What follows belongs to an exercise in optimizing a design on an open flow for small area and a short achievable clock period; a production flow would make more cautious choices.
RTL that was checked went through simulation tests only; none was proved equivalent to the original.
Power is estimated from default activity; no workload was simulated.

Setup of run B:
==> flow/design.v (excerpt) <==
module vga_controller(clk_148MHz, reset, sw, btnU, btnD, btnR, btnL, hsync, vsync, video_on, h_count_reg, v_count_reg, vgaRed, vgaGreen, vgaBlue);
  input clk_148MHz;
  wire clk_148MHz;
  input reset;
  wire reset;
  input [11:0] sw;
  wire [11:0] sw;
  input btnU;
  wire btnU;
  input btnD;
  wire btnD;
  input btnR;
  wire btnR;
  input btnL;
  wire btnL;
  output hsync;
  wire hsync;
  output vsync;
  wire vsync;
  output video_on;
  wire video_on;
  output [11:0] h_count_reg;
  reg [11:0] h_count_reg;
  output [11:0] v_count_reg;
  wire [11:0] v_count_reg;
  output [3:0] vgaRed;
  wire [3:0] vgaRed;
  output [3:0] vgaGreen;
  wire [3:0] vgaGreen;
  output [3:0] vgaBlue;
  wire [3:0] vgaBlue;
  wire [10:0] _0000_;
  wire [9:0] _0001_;
  wire _0002_;
  wire _0003_;
  wire _0004_;
  wire _0005_;
  wire _0006_;
  wire _0007_;
  wire _0008_;
  wire _0009_;
  wire _0010_;
  wire _0011_;
  wire _0012_;
  wire _0013_;
  wire _0014_;
  wire _0015_;
  wire _0016_;
  wire _0017_;
  wire _0018_;
  wire _0019_;
  wire _0020_;
  wire _0021_;
  wire _0022_;
  wire _0023_;
  wire _0024_;
  wire _0025_;
  wire _0026_;
  wire _0027_;
  wire _0028_;
  wire _0029_;
  wire _0030_;
  wire _0031_;
  wire _0032_;
  wire _0033_;
  wire _0034_;
  wire _0035_;
  wire _0036_;
  wire _0037_;
  wire _0038_;
  wire _0039_;
  wire _0040_;
  wire _0041_;
  wire _0042_;
  wire _0043_;
  wire _0044_;
  wire _0045_;
  wire _0046_;
  wire _0047_;
  wire _0048_;
  wire _0049_;
  wire _0050_;
  wire _0051_;
  wire _0052_;
  wire _0053_;
  wire _0054_;
  wire _0055_;
  wire _0056_;
  wire _0057_;
  wire _0058_;
  wire _0059_;
  wire _0060_;
  wire _0061_;
  wire _0062_;
  wire _0063_;
  wire _0064_;
  wire _0065_;
  wire _0066_;
  wire _0067_;
  wire _0068_;
  wire _0069_;
  wire _0070_;
  wire _0071_;
  wire _0072_;
  wire _0073_;
  wire _0074_;
  wire _0075_;
  wire _0076_;
  wire _0077_;
  wire _0078_;
  wire _0079_;
  wire _0080_;
  wire _0081_;
  wire _0082_;
  wire _0083_;
  wire _0084_;
  wire _0085_;
  wire _0086_;
  wire _0087_;
  wire _0088_;
  wire _0089_;
  wire _0090_;
  wire _0091_;
  wire _0092_;
  wire _0093_;
  wire _0094_;
  wire _0095_;
  wire _0096_;
  wire _0097_;
  wire _0098_;
  wire _0099_;
  wire _0100_;
  wire _0101_;
  wire _0102_;
  wire _0103_;
  ...
For scale: ~0.0052 mm^2 of cells after synthesis.
export LEC_CHECK = 0
export ABC_AREA = 1
export CAP_MARGIN = 20
export CORE_MARGIN = 2
export CORE_UTILIZATION = 60
export SLEW_MARGIN = 20
create_clock -name core_clock -period 10.0 [get_ports {clk_148MHz}]
standard.sh (not shown) runs the stock make flow with config.mk's settings and CLKGATE_MAP_FILE= SYNTH_SCRIPT=/design/flow/synth_recipe.tcl, a recipe that flattens the netlist after the stock synthesis.
==> flow/flow/run.sh <==
#!/bin/bash
# Standard ORFS layout; smaller port buffers, a smaller clock tree without dummy loads,
# and a timing-repair margin of 3 ns (the SDC is unchanged).
bash standard.sh SETUP_SLACK_MARGIN=3 \
  "BUFFER_PORTS_ARGS=-buffer_cell sky130_fd_sc_hd__buf_2" \
  "CTS_ARGS=-sink_clustering_enable -repair_clock_nets -dont_use_dummy_load -buf_list sky130_fd_sc_hd__clkbuf_8 -sink_clustering_size 30" \
  finish > standard_run.log 2>&1
Run B: no failed stages, no open violations at the end
Here is what was changed in the inputs of run D compared with run B.
==> flow/flow/run.sh <==
#!/bin/bash
# Standard ORFS layout; smaller port buffers, a smaller clock tree without dummy loads,
# and a timing-repair margin of 5 ns (the SDC is unchanged).
bash standard.sh SETUP_SLACK_MARGIN=5 \
  "BUFFER_PORTS_ARGS=-buffer_cell sky130_fd_sc_hd__buf_2" \
  "CTS_ARGS=-sink_clustering_enable -repair_clock_nets -dont_use_dummy_load -buf_list sky130_fd_sc_hd__clkbuf_8 -sink_clustering_size 30" \
  finish > standard_run.log 2>&1
[summary]
Number of cells after detailed placement of run D is on par with run B. The depth of the worst register-to-register path of run D is lower than that of run B. The setup slack of run D is larger than that of run B. Sort run B and run D by wire length, descending, and run B comes first. Number of pins exceeding their max-slew limit in the final report came out exactly the same in run B and run D. Of run B and run D, the run reporting the higher number of gates on the worst path with buffers counted was run B. Looking only at global-route usage, and setting everything else aside, the lower value of run B and run D goes to run D. On clock distribution power, run B loses to run D. Going from run B to run D, length of routed met3 wiring now smaller; combinational-cell power consumption went up about 10%.
No functional check of the RTL was part of any run of this note.

== v57 ==
vga_controller, a different RTL version from the one above (not shown whole).
Size: roughly 820 cells after synthesis, ~71 flip-flops, roughly 57 I/O pins, ~6000 um^2 of cells after synthesis.
Settings: LEC_CHECK=0, ABC_AREA=1, CAP_MARGIN=20, CORE_MARGIN=2, CORE_UTILIZATION=60, SLEW_MARGIN=20; clock period 10.0 ns.
==> flow/flow/run.sh <==
#!/bin/bash
# Standard ORFS layout; smallest port buffers, a smaller clock tree without
# dummy loads, and a timing-repair margin of 6 ns (the SDC is unchanged).
bash standard.sh SETUP_SLACK_MARGIN=6 \
  "BUFFER_PORTS_ARGS=-buffer_cell sky130_fd_sc_hd__buf_1" \
  "CTS_ARGS=-sink_clustering_enable -repair_clock_nets -dont_use_dummy_load -buf_list sky130_fd_sc_hd__clkbuf_8 -sink_clustering_size 30" \
  finish > standard_run.log 2>&1
v57 reached the end of the flow, and the finished layout is clean on the timing, design-rule and antenna checks.
Changes in v55 relative to v57:
==> flow/flow/run.sh <==
#!/bin/bash
# Standard ORFS layout; smaller port buffers, a smaller clock tree without dummy loads,
# and a timing-repair margin of 6.5 ns (the SDC is unchanged).
bash standard.sh SETUP_SLACK_MARGIN=6.5 \
  "BUFFER_PORTS_ARGS=-buffer_cell sky130_fd_sc_hd__buf_2" \
  "CTS_ARGS=-sink_clustering_enable -repair_clock_nets -dont_use_dummy_load -buf_list sky130_fd_sc_hd__clkbuf_8 -sink_clustering_size 30" \
  finish > standard_run.log 2>&1
[summary]
- In v55, the via count came out 4.8% above the value in v57.
- v55: proportion of power drawn by the clock network is 1.5 points lower than what v57 reported.
- [v55 vs v57] total length of routed met2 wires: higher in v55
- Between v55 and v57, the transition at the pin with the smallest max-transition slack is higher for v55.
- Comparing the two runs side by side, v55 comes out ahead of v57 on final-layout worst hold slack.
- v55 has total power of the final layout above what v57 had.
- Post-CTS setup buffer count, v55 and v57: higher on v55
- v55 against v57: final critical delay including setup and external delays went down by 0.085 ns, final area higher.
--- input diff v55..v40 ---
==> flow/flow/run.sh <==
#!/bin/bash
# Standard ORFS layout; smaller port buffers, a smaller clock tree without dummy loads,
# and a timing-repair margin of 5.5 ns (the SDC is unchanged).
bash standard.sh SETUP_SLACK_MARGIN=5.5 \
  "BUFFER_PORTS_ARGS=-buffer_cell sky130_fd_sc_hd__buf_2" \
  "CTS_ARGS=-sink_clustering_enable -repair_clock_nets -dont_use_dummy_load -buf_list sky130_fd_sc_hd__clkbuf_8 -sink_clustering_size 30" \
  finish > standard_run.log 2>&1
Notes after the runs:
When v40 is measured against v55, its design area turns out 870 um^2 lower.
Relative to v55, worst setup slack decreased by 0.48 ns in v40.
Per the final summary, v40 finished and its layout is clean on timing, DRC and antenna.
Diff v55 -> v40: wire length now smaller, non-clock buffer instance count of the final layout now smaller, post-route core utilization now smaller.
Compared with v55, v40 shows a largest stage delay on the critical path that is 0.07 ns lower.
What v30 does differently from v40 at the input level:
==> flow/flow/run.sh <==
#!/bin/bash
# Standard ORFS layout; smallest port buffers, a smaller clock tree without
# dummy loads, and a timing-repair margin of 6 ns (the SDC is unchanged).
bash standard.sh SETUP_SLACK_MARGIN=6 \
  "BUFFER_PORTS_ARGS=-buffer_cell sky130_fd_sc_hd__buf_1" \
  "CTS_ARGS=-sink_clustering_enable -repair_clock_nets -dont_use_dummy_load -buf_list sky130_fd_sc_hd__clkbuf_8 -sink_clustering_size 30" \
  finish > standard_run.log 2>&1
--- a/flow/config.mk
+++ b/flow/config.mk
@@ -10,3 +10,4 @@
 export CORE_MARGIN = 2
 export CORE_UTILIZATION = 60
+export GPL_TIMING_DRIVEN = 0
 export SLEW_MARGIN = 20
[summary]
v30 went all the way through synthesis, placement and routing and the layout is clean on timing, DRC and antenna. Looking at wire length of the first global-routing pass, v30 sits above v40. Final cell count without fillers (v30 vs. v40) increases by a few percent. Going from v40 to v30, largest net degree at the start of global routing shrinks by about 50%.
[inputs] v45 vs v30
--- a/flow/config.mk
+++ b/flow/config.mk
@@ -7,7 +7,6 @@
 export LEC_CHECK = 0
 export ABC_AREA = 1
-export CAP_MARGIN = 20
+export CAP_MARGIN = 0
 export CORE_MARGIN = 2
 export CORE_UTILIZATION = 60
-export GPL_TIMING_DRIVEN = 0
-export SLEW_MARGIN = 20
+export SLEW_MARGIN = 0
Summary of the comparison: number of inserted filler cells in the final layout is higher in v45, relative to v30.
Lower number of cells in the design after placement among v30 and v45: v45
Setup slack: v45 better than v30

## what the ideal ports hide
In the flow no input, the clock included, has a driving cell. The finished layouts below were timed again as built, in two steps.
Step 1 assumes that a clkbuf_16 drives the clock port and a buf_2 every other input.
Step 2 moves the port delays by t, midway between the first and last clock arrival at a register: inputs arrive t later, outputs are due t later. That takes back most of the time a late clock gives input paths.
Three values: ideal ports, drivers, drivers and shift; two values: the first two.
run | t, ns | slack for setup (ns) | worst setup path after step 2 | latest minus earliest clock arrival (ns)
run B | 0.367 | 3.498 / 3.498 / 3.498 | register to register | 0.022 / 0.022
run D | 0.356 | 4.074 / 4.074 / 4.074 | register to register | 0.021 / 0.022
v57 | 0.378 | 6.187 / 6.184 / 5.806 | input to register | 0.021 / 0.022
v55 | 0.374 | 6.272 / 6.272 / 5.959 | input to register | 0.023 / 0.023
v40 | 0.377 | 5.793 / 5.801 / 5.424 | input to register | 0.010 / 0.010
v30 | 0.380 | 6.177 / 6.185 / 5.805 | input to register | 0.026 / 0.025
v45 | 0.378 | 6.187 / 6.184 / 5.806 | input to register | 0.021 / 0.022
After both steps every run listed still meets setup and hold.
